From an optimization exercise on the open Yosys and OpenROAD flow, aimed at small area; shortcuts taken in it are not production practice. No functional check of the RTL was part of this run. No activity file was given, so power comes from the tool's default toggle rates.

## flow/design.v

```verilog
`timescale 1ns/1ps
module top_pynq (
    input  wire         ACLK,
    input  wire         ARESETN,
    input  wire [31:0]  AWADDR,
    input  wire         AWVALID,
    output reg          AWREADY,
    input  wire [31:0]  WDATA,
    input  wire [3:0]   WSTRB,
    input  wire         WVALID,
    output reg          WREADY,
    output wire [1:0]   BRESP,
    output wire         BVALID,
    input  wire         BREADY,
    input  wire [31:0]  ARADDR,
    input  wire         ARVALID,
    output reg          ARREADY,
    output wire [31:0]  RDATA,
    output wire [1:0]   RRESP,
    output reg          RVALID,
    input  wire         RREADY,
    output wire spi_sclk,
    output wire spi_mosi,
    input  wire spi_miso,
    output wire spi_cs,
    output reg  spi_dc,
    output reg  tft_reset
);
    assign BRESP = 2'b00;
    assign RRESP = 2'b00;
    reg st_w;    
    reg st_b;    
    reg st_r;    
    wire st_idle = ~(st_w | st_b | st_r);
    assign BVALID = st_b;
    reg aw_pending, w_pending;
    reg [1:0] awc;       
    reg [7:0] wbuf;      
    reg [3:0] arq;       
    wire full;
    wire empty;
    wire aw_take = st_idle & AWVALID & ~aw_pending;
    wire w_take  = st_idle & WVALID & ~w_pending;
    wire both    = aw_pending & w_pending;
    wire ar_take = st_idle & ARVALID & ~both;
    wire w_done  = st_w & ~full;
    wire r_done  = st_r & ~full;
    wire aw_ok = ~AWADDR[5] & ~AWADDR[2];
    wire [1:0] awc_in = aw_ok ? AWADDR[4:3] : 2'b10;
    always @(posedge ACLK or negedge ARESETN)
        if (!ARESETN) begin
            AWREADY    <= 1'b0;
            WREADY     <= 1'b0;
            ARREADY    <= 1'b0;
            RVALID     <= 1'b0;
            st_w       <= 1'b0;
            st_b       <= 1'b0;
            st_r       <= 1'b0;
            aw_pending <= 1'b0;
            w_pending  <= 1'b0;
        end else begin
            AWREADY <= aw_take;
            WREADY  <= w_take;
            ARREADY <= ar_take;
            if (r_done)
                RVALID <= 1'b1;
            else if (RREADY)
                RVALID <= 1'b0;
            st_w <= (st_idle & both) | (st_w & full);
            st_b <= w_done | (st_b & ~BREADY);
            st_r <= ar_take | (st_r & full);
            if (aw_take) aw_pending <= 1'b1;
            else if (w_done) aw_pending <= 1'b0;
            if (w_take) w_pending <= 1'b1;
            else if (w_done) w_pending <= 1'b0;
        end
    always @(posedge ACLK) begin
        if (aw_take) awc <= awc_in;
        if (w_take)  wbuf <= WDATA[7:0];
        if (ar_take) arq <= ARADDR[5:2];
    end
    wire wr_fifo = st_w & (awc == 2'b00);
    wire wr_dc   = st_w & (awc == 2'b01);
    wire wr_tft  = st_w & (awc == 2'b11);
    always @(posedge ACLK)
        if (wr_dc) spi_dc <= wbuf[0];
    always @(posedge ACLK or negedge ARESETN)
        if (!ARESETN)
            tft_reset <= 1'b1;
        else if (wr_tft)
            tft_reset <= wbuf[0];
    reg [7:0] fe [0:15];
    reg [4:0] cnt;
    assign empty = (cnt == 5'd0);
    assign full  = cnt[4];
    wire push = wr_fifo & ~full;
    wire pop;
    integer i;
    always @(posedge ACLK)
        if (push) begin
            fe[0] <= wbuf;
            for (i = 1; i < 16; i = i + 1)
                fe[i] <= fe[i-1];
        end
    always @(posedge ACLK or negedge ARESETN)
        if (!ARESETN)
            cnt <= 5'd0;
        else if (push & ~pop)
            cnt <= cnt + 5'd1;
        else if (pop & ~push)
            cnt <= cnt - 5'd1;
    localparam [2:0] N_IDLE = 3'd0, N_POP = 3'd1, N_LAUNCH = 3'd2,
                     N_START = 3'd3, N_DONE = 3'd4, N_IAD = 3'd5;
    reg        act;
    reg  [3:0] u;
    reg  [2:0] div;
    wire [2:0] n = u[3:1];
    wire clk_en = (div == 3'd0);
    assign pop = ~act & (n == N_LAUNCH);
    wire start = ~act & (n == N_START);
    wire done  = ~act & (n == N_DONE);
    always @(posedge ACLK or negedge ARESETN)
        if (!ARESETN)
            div <= 3'd0;
        else
            div <= div + 3'd1;
    always @(posedge ACLK or negedge ARESETN)
        if (!ARESETN) begin
            act <= 1'b0;
            u   <= 4'd0;
        end else if (act) begin
            if (clk_en) begin
                if (u == 4'd15) begin
                    act <= 1'b0;
                    u   <= {N_DONE, 1'b0};
                end else
                    u <= u + 4'd1;
            end
        end else begin
            case (n)
                N_IDLE, N_IAD: u <= empty ? 4'd0 : {N_POP, 1'b0};
                N_POP:         u <= {N_LAUNCH, 1'b0};
                N_LAUNCH:      u <= {N_START, 1'b0};
                N_START:       begin act <= 1'b1; u <= 4'd0; end
                N_DONE:        u <= {N_IAD, 1'b0};
                default:       u <= 4'd0;
            endcase
        end
    assign spi_cs   = ~act;
    assign spi_sclk = act & u[0];
    reg [7:0] sh;
    wire shift = act & clk_en & ~u[0] & (u[3:1] != 3'd0);
    wire [7:0] head = fe[cnt[3:0]];
    always @(posedge ACLK or negedge ARESETN)
        if (!ARESETN)
            sh[7] <= 1'b0;
        else if (start)
            sh[7] <= head[7];
        else if (shift)
            sh[7] <= sh[6];
    always @(posedge ACLK)
        if (start)
            sh[6:0] <= head[6:0];
        else if (shift)
            sh[6:0] <= {sh[5:0], 1'b0};
    assign spi_mosi = sh[7];
    reg [31:0] tx_count;
    always @(posedge ACLK or negedge ARESETN)
        if (!ARESETN)
            tx_count <= 32'd0;
        else if (done)
            tx_count <= tx_count + 32'd1;
    wire dbg1 = act | (n == N_START) | (n == N_DONE) | (n == N_IAD);
    wire dbg0 = act | (n == N_LAUNCH) | (n == N_DONE) | (n == N_IAD);
    reg [31:3] rd_hi;
    reg        rd_is_cnt;
    reg [2:0]  rd_lo;
    wire a_dc  = (arq == 4'h2);
    wire a_flg = (arq == 4'h3);
    wire a_cnt = (arq == 4'h4);
    wire a_dbg = (arq == 4'h5);
    wire a_tft = (arq == 4'h6);
    wire [2:0] lo_in;
    assign lo_in[0] = (a_dc & spi_dc) | (a_flg & empty) | (a_cnt & tx_count[0]) |
                      (a_dbg & dbg0) | (a_tft & tft_reset);
    assign lo_in[1] = (a_cnt & tx_count[1]) | (a_dbg & dbg1);
    assign lo_in[2] = (a_cnt & tx_count[2]) | (a_flg & spi_dc);
    always @(posedge ACLK)
        if (r_done)
            rd_hi <= tx_count[31:3];
    always @(posedge ACLK or negedge ARESETN)
        if (!ARESETN) begin
            rd_is_cnt <= 1'b0;
            rd_lo     <= 3'd0;
        end else if (r_done) begin
            rd_is_cnt <= a_cnt;
            rd_lo     <= lo_in;
        end
    assign RDATA = {rd_hi & {29{rd_is_cnt}}, rd_lo};
endmodule
```

## flow/run.sh

```bash
#!/bin/bash
# synth_recipe.tcl (not shown) runs the flow's synth.tcl, then flattens the netlist and writes it again
# the make line also repeats each setting of config.mk as NAME=value (left out here)
make -C /OpenROAD-flow-scripts/flow DESIGN_CONFIG=/design/flow/config.mk WORK_HOME=/design/flow/orfs CLKGATE_MAP_FILE= SYNTH_SCRIPT=/design/flow/synth_recipe.tcl finish
```

## flow/config.mk

```make
export PLATFORM = sky130hd
export DESIGN_NAME = top_pynq
export DESIGN_NICKNAME = top_pynq
export VERILOG_FILES = /design/flow/design.v
export SDC_FILE = /design/flow/constraint.sdc
export NUM_CORES = 4
export LEC_CHECK = 0
export CAP_MARGIN = 20
export CORE_MARGIN = 2
export CORE_UTILIZATION = 65
export CTS_BUF_LIST = sky130_fd_sc_hd__clkbuf_16
export CTS_CLUSTER_DIAMETER = 100
export CTS_CLUSTER_SIZE = 30
export SLEW_MARGIN = 20
```

## flow/constraint.sdc

```tcl
create_clock -name core_clock -period 5.0 [get_ports {ACLK}]
set_input_delay 1.0000 -clock core_clock [delete_from_list [all_inputs] [get_ports {ACLK}]]
set_output_delay 1.0000 -clock core_clock [all_outputs]
set_load 0.01 [all_outputs]
```

==> impl_metrics.csv <==
group,metric,value,unit
route,drc,0,
logic_synthesis,syn_avg_cell_area,14.0,sq um
logic_synthesis,ys_warn_count,2,
global_route,grt_pass1_wl,30600,microns
cells_and_area,layout.area.seq,6880,sq um
power,p_sw_share,31.6,%
route,avgViaCountPerCell,6.34,
die,die-area,16100,sq um
timing,timing.fmax,331,MHz
logic_synthesis,ys_seq_elements,239,
route,detail-route-antenna-nets,0,
global_route,top_usage_layer,"met2",
cells_and_area,fillers,968,
worst_hold_path,hp-class,"flop to flop",
route,first_pass_iters,5,
die,die_h,127,microns
clock_tree,holdBufCountCts,0,
worst_hold_path,min_from,"wbuf[7]",
cells_and_area,nets,871,
placement,pre_cts_ws,2170,ps
setup_path,required,4000,ps
global_route,grt_use_total,23.9,%
setup_path,cp-start-kind,"flop",
setup_path,slowest_delay,780,ps
power,seq_power_share,53.0,%
power,switchingPower,1570,uW
logic_synthesis,synth-async-reset-ratio,25.1,%
cells_and_area,layout-drive-gt1-share,6.73,%
die,io_pins,154,
global_route,grt_overflow,0,
setup_path,end_kind,"output pin",
clock_tree,clkTransAtPathRegs,110,ps
route,drt_iter0_markers,626,
logic_synthesis,synth_area,9830,sq um
power,power_frac_comb,27.6,%
timing,rsz0062_at_grt,"no",
clock_tree,cts_tree,"yes",
die,die_w,127,microns
clock_tree,cts_resized,0,
cells_and_area,finish.utilization,74.7,%
cells_and_area,multi_input_comb_area,2760,sq um
cells_and_area,antenna-diode-count,0,
power,clock_power_share,19.4,%
global_route,grt_pass1_vias,5797,
power,leakage,0.00388,uW
die,row_count,44,
timing,finalHoldViolCount,0,
route,dr_total_vias,5971,
clock_tree,cts_inserted_buffers,11,
cells_and_area,syn2layout_area_growth,11.3,%
timing,hold_ws,429,ps
logic_synthesis,yosys_most_used_dff,"edfxtp_1",
timing,fin_crit,3020,ps
setup_path,path_class,"flop to output pin",
die,core,14600,sq um
setup_path,startpoint,"rd_is_cnt",
logic_synthesis,synth_edf_count,179,
global_route,use_met1,36.5,%
timing,worst_pin_slew,1160,ps
clock_tree,cts.root.buffer_cell,"clkbuf_16",
placement,dpl.hpwl,12400,microns
placement,gp_congestion,0.819,
outcome,status,"complete, no violations",
timing,slew-limit-headroom,22.6,%
setup_path,crit_arrival,2020,ps
clock_tree,post-cts-setup-buffers,0,
route,routedWlPerCell,19.9,microns
job,drv_cap,0,
power,powerDensity,456,nW/um^2
clock_tree,insertion_delay,460,ps
setup_path,reg2reg_from,"cnt[4]",
logic_synthesis,netlist_instances,700,
setup_path,path_cells,"and2_1, clkdlybuf4s50_1",
timing,setup-violations-final,0,
timing,period_share,60.4,%
power,vdd_drop_max,0.293,mV
global_route,grt_max_degree,82,
clock_tree,cts_max_level,1,
timing,setup_ws,1980,ps
logic_synthesis,yosysSeqAreaShare,70.0,%
setup_path,cp_slowest_cell,"dfrtp_1",
timing,slew_viol_final,0,
global_route,met2_usage,38.3,%
die,start_util,67.1,%
timing,fin_skew,8.47,ps
timing,fin_tns_setup,0,ps
global_route,antenna_found_initial,0,
global_route,gr-usage-met3,2.89,%
clock_tree,clockBufferDepth,3,
clock_tree,clock_sinks,239,
power,internal_power,3410,uW
route,wl,18700,microns
logic_synthesis,synth.distinct_cells,64,
setup_path,worstPathMaxFanout,30,
placement,portBuffers,64,
## placed cells by master, fill, tap and decap left out, types with 9 or more instances in the layout
| cell type | synthesis | final |
|---|---|---|
| xnor2_1 | 26 | 26 |
| dfrtp_1 | 59 | 59 |
| mux2i_1 | 10 | 10 |
| nor3_1 | 10 | 10 |
| o22ai_1 | 9 | 9 |
| nand2_1 | 50 | 50 |
| edfxtp_1 | 179 | 179 |
| a21oi_1 | 17 | 15 |
| nand3_1 | 25 | 25 |
| nor2b_1 | 12 | 12 |
| inv_1 | 18 | 22 |
| a22oi_1 | 11 | 11 |
| mux2_2 | 15 | 15 |
| o21ai_0 | 23 | 23 |
| xor2_1 | 13 | 13 |
| clkbuf_16 | 0 | 11 |
| nand4_1 | 10 | 10 |
| nor2_1 | 33 | 33 |
| clkdlybuf4s50_1 | 0 | 63 |
| and2_1 | 33 | 33 |
## per-layer routing
| metal | up-vias | share of wire, % |
|---|---|---|
| met1 | 2955 | 43 |
| met2 | 278 | 48 |
| li1 | 2711 | - |
| met5 | - | 0 |
| met3 | 27 | 7.6 |
| met4 | 0 | 1.7 |
## state kept, by name, summed over array words and instances, names as in the netlist, 2 cells and up
name,count
awc,2
rd_lo,3
cnt,5
fe,128
sh,8
u,4
tx_count,32
rd_hi,29
div,3
arq,4
wbuf,8
## path summary, 6_finish.rpt
kind | to | slack (ps) | cells after the start
worst max-delay path | RDATA[5] | 1980 | 2
worst min-delay path | fe[0][7] | 430 | 0
worst max register to register | cnt[4] | 2180 | 10
worst min register to register | fe[0][7] | 430 | 0
max in group asynchronous | tx_count[24] | 3820 | 2
min in group asynchronous | tx_count[11] | 680 | 2
## power by group through the flow
stage          registers [uW]  clock network [uW]  logic (uW)
6_report                 2640                 966        1370
5_1_grt                  2680                1050        1500
4_1_cts                  2640                 995        1370
3_5_place_dp             2680                   0        1360
3_3_place_gp             2670                   0        1330
2_1_floorplan            2580                   0         974
## layout make-up
type | instances | share of cell area (%)
sequential | 239 | 62.9
inverter | 19 | 0.652
clock inverter | 6 | 0.206
timing repair buffer | 72 | 6.36
multi-input combinational | 411 | 25.3
clock buffer | 11 | 2.52
tap | 184 | 2.11
## cell usage after synthesis, types with 5 or more instances
cell type / number / share of area (%)
edfxtp_1: 179 / 55
dfrtp_1: 59 / 15
nand2_1: 50 / 1.9
and2_1: 33 / 2.1
nor2_1: 33 / 1.3
xnor2_1: 26 / 2.3
nand3_1: 25 / 1.3
o21ai_0: 23 / 1.2
clkbuf_1: 20 / 0.76
inv_1: 18 / 0.69
a21oi_1: 17 / 0.87
mux2_2: 15 / 1.7
xor2_1: 13 / 1.2
nor2b_1: 12 / 0.76
a22oi_1: 11 / 0.84
mux2i_1: 10 / 1.0
nand4_1: 10 / 0.64
nor3_1: 10 / 0.51
o22ai_1: 9 / 0.57
ha_1: 8 / 1.0
a31oi_1: 7 / 0.45
and3_1: 7 / 0.45
nand2b_1: 7 / 0.45
buf_1: 6 / 0.23
o31ai_1: 6 / 0.46
or3_1: 6 / 0.38
a21o_1: 5 / 0.38
a32o_1: 5 / 0.51
## kinds of logic (layout without fill, tap and decap cells)
group	Yosys count	after routing	synth area share, %
compound gates	116	116	8.13
xor+xnor	39	39	3.48
fa+ha+maj	9	9	1.22
buf+inv	53	108	2.29
flops	239	239	70.0
mux	26	26	2.97
other cells	1	4	0.0382
simple gates	217	217	11.9
## worst max-delay path: cells and delay by family, from the launching register on
family / cells / cell delay, ps
and+or+nand+nor: 1 / 230
DFF: 1 / 780
buffers and inverters: 1 / 540
## stage by stage
step,instance area [sq um],power [uW],instances
final,10900,4980,942
after global routing,10900,5230,942
after CTS,10900,5010,942
after detailed placement,10600,4040,925
after global placement,10600,4000,925
after floorplan,9880,3550,703

==> re-timing with driven ports <==
How much do the figures lean on ideal ports? The routed layout below was timed once more, with nothing changed but the port constraints. Step 1, drivers: a clkbuf_16 drives ACLK and a buf_2 each remaining input, both assumed. Step 2 moves the port delays by t, midway between the first and last clock arrival at a register: inputs arrive t later, outputs are due t later. That takes back most of the time a late clock gives input paths. a / b / c = no drivers / after step 1 / after step 2; a / b = the first two.
t, ns: 0.497
setup WS [ns]: 1.978 / 1.938 / 2.177
worst setup path after step 2: register to register
worst slew at a driven data input, ns: 0.03
pins driven straight from the clock port: 1
After both steps this run still meets setup and hold. The setup slack of this run moves by -0.040 ns with the drivers and by +0.199 ns with both steps.
